This is an optimization exercise on Yosys and OpenROAD, whose aim is small area and a short achievable clock period, not a production implementation.
Only simulation tests tie the RTL to the original design; equivalence was not proved.
Power and IR drop assume default switching activity.

Setup of ember:
## mips_pipeline
module mips_pipeline (
    input clk,
    input rst,
    input [31:0] inst,
    input  [31:0] data_in,
    output mem_read,
    output mem_write,
    output [31:0] inst_adr,
    output [31:0] data_adr,
    output [31:0] data_out
);
Size: roughly 6,100 cells after synthesis, about 1,400 flip-flops, ~160 I/O pins, about 72,000 um2 of cells after synthesis.
export LEC_CHECK = 0
export CAP_MARGIN = 20
export CORE_MARGIN = 2
export CORE_UTILIZATION = 50
export PLACE_DENSITY = 0.62
export SETUP_SLACK_MARGIN = 0.1
export SLEW_MARGIN = 20
export SYNTH_HIERARCHICAL = 1
export SYNTH_MINIMUM_KEEP_SIZE = 0
create_clock -name core_clock -period 13.0 [get_ports {clk}]
standard.sh (not shown) runs the stock make flow with config.mk's settings and CLKGATE_MAP_FILE= SYNTH_SCRIPT=/design/flow/synth_recipe.tcl, a recipe that flattens the netlist after the stock synthesis.
==> flow/flow/run.sh <==
#!/bin/bash
# Standard ORFS layout (the standard.sh; its synthesis unchanged, with
# config.mk's settings) with:
#  - port buffers of a plain buffer cell (buffer_ports otherwise picks a
#    delay cell), and sizing not limited to the same footprint,
#  - clock tree sink clusters of up to 30 flip-flops within 80 um,
#  - repair_timing aiming at a larger setup slack than config.mk asks for,
set -euo pipefail
bash standard.sh SETUP_SLACK_MARGIN=8.5 \
    BUFFER_PORTS_ARGS="-buffer_cell sky130_fd_sc_hd__buf_4" MATCH_CELL_FOOTPRINT=0 \
    CTS_CLUSTER_SIZE=30 CTS_CLUSTER_DIAMETER=80 CTS_BUF_LIST=sky130_fd_sc_hd__clkbuf_16 \
    MAX_REPAIR_ANTENNAS_ITER_DRT=10 \
    finish > flow_make.log 2>&1
ember: flow completed, timing, DRC and antenna clean
What willow does differently from ember at the input level:
-- flow/design.v --
<<< ember, line 1
module alu (
    input [31:0] a,
>>> willow, line 1
module pc_sel #(
    parameter size = 8
) (
    input clk,
    input rst,
    input eq,
    input [size-1:0] a,
    input [size-1:0] b,
    output [size-1:0] y
);
    reg eqr;
    always @(posedge clk, posedge rst)
        if (rst)
            eqr <= 1'b0;
        else
            eqr <= eq;
    assign y = eqr ? a : b;
endmodule
module alu (
    input [31:0] a,
<<< ember, line 125
);
    reg [31:0] pc_a, pc_b;
    reg        pc_eq;
    reg        ifv_a, ifv_b;
    wire [31:0] pc = pc_eq ? pc_a : pc_b;
    reg [31:0] ifid_inst;
    wire       ifid_v = pc_eq ? ifv_a : ifv_b;    
    reg [31:1] ifid_s1, ifid_s2;   
    reg [31:0] idex_a, idex_b, idex_sd;
>>> willow, line 143
);
    reg [31:0] pc_a, pc_b;
    reg        ifv_a, ifv_b;
    wire [31:0] pc;              
    wire       ifid_v;           
    wire [31:0] pc_o;            
    wire eq;
    reg [31:0] ifid_inst;
    pc_sel #(.size(33)) PCS (.clk(clk), .rst(rst), .eq(eq),
        .a({ifv_a, pc_a}), .b({ifv_b, pc_b}), .y({ifid_v, pc}));
    genvar po;
    generate
        for (po = 0; po < 4; po = po + 1) begin : g_pco
            pc_sel #(.size(8)) PCO (.clk(clk), .rst(rst), .eq(eq),
                .a(pc_a[po*8 +: 8]), .b(pc_b[po*8 +: 8]), .y(pc_o[po*8 +: 8]));
        end
    endgenerate
    reg [31:1] ifid_s1, ifid_s2;   
    reg [31:0] idex_a, idex_b, idex_sd;
<<< ember, line 227
    wire v_e1 = stall ? ifid_v : ~(jmp | isbeq);
    wire v_e0 = stall ? ifid_v : ~(jmp | isbne);
    wire eq;
    wire [31:0] cmp_qa, cmp_qb;
    cmp_pre CP (.a(idex_a), .b(idex_b), .cin(idex_cin), .qa(cmp_qa), .qb(cmp_qb));
>>> willow, line 255
    wire v_e1 = stall ? ifid_v : ~(jmp | isbeq);
    wire v_e0 = stall ? ifid_v : ~(jmp | isbne);
    wire [31:0] cmp_qa, cmp_qb;
    cmp_pre CP (.a(idex_a), .b(idex_b), .cin(idex_cin), .qa(cmp_qa), .qb(cmp_qb));
<<< ember, line 269
            pc_a <= 32'b0;
            pc_b <= 32'b0;
            pc_eq <= 1'b0;
            ifv_a <= 1'b0;
            ifv_b <= 1'b0;
>>> willow, line 296
            pc_a <= 32'b0;
            pc_b <= 32'b0;
            ifv_a <= 1'b0;
            ifv_b <= 1'b0;
<<< ember, line 277
            pc_a <= jr_go ? v1 : pc_e1;
            pc_b <= jr_go ? v1 : pc_e0;
            pc_eq <= eq;
            ifv_a <= v_e1;
            ifv_b <= v_e0;
>>> willow, line 303
            pc_a <= jr_go ? v1 : pc_e1;
            pc_b <= jr_go ? v1 : pc_e0;
            ifv_a <= v_e1;
            ifv_b <= v_e0;
<<< ember, line 312
        exmem_rw <= idex_rw;
    end
    assign inst_adr = pc;
    assign mem_read = exmem_mr;
    assign mem_write = exmem_mw;
>>> willow, line 337
        exmem_rw <= idex_rw;
    end
    assign inst_adr = pc_o;
    assign mem_read = exmem_mr;
    assign mem_write = exmem_mw;
ember tops out at a lower clock frequency than willow.
In the flow results for willow and ember, the cell count is smaller on ember.
Comparing willow and ember, the lower share of power burned in combinational logic is on willow.
Delta (willow minus ember): synthesized cell count shows an increase of about 2.2%, power has remained practically unchanged, wire length of the first global-routing pass grew by 3.7%, number of instances resized during post-cts repair went up by 32.
willow ends up with a worst setup margin that is 0.053 ns higher than in ember.
The higher slack of the worst reg-to-reg path came out of willow.

-- port drivers added, routing unchanged --
How much do the figures lean on ideal ports? The routed layouts below were timed once more, with nothing changed but the port constraints.
Step 1 sets driving cells, clkbuf_16 on the clock port and buf_2 on the other inputs (assumed; they add their load-dependent delay and slew).
Step 2 moves the port delays by t, midway between the first and last clock arrival at a register: inputs arrive t later, outputs are due t later. That takes back most of the time a late clock gives input paths.
Three values: ideal ports, drivers, drivers and shift; two values: the first two.
run | t, ns | setup WS [ns] | worst hold slack (ns) | clock arrival spread, ns | worst register clock-pin slew, ns
ember | 0.817 | 8.269 / 8.266 / 8.036 | 0.334 / 0.334 / 0.334 | 0.098 / 0.098 | 0.12 / 0.12
willow | 0.828 | 8.323 / 8.323 / 7.991 | 0.332 / 0.332 / 0.332 | 0.129 / 0.129 | 0.12 / 0.12
After both steps every run listed still meets setup and hold. For willow, which loses most, drivers alone change the setup slack by 0.000 ns; drivers and shift together by -0.332 ns.
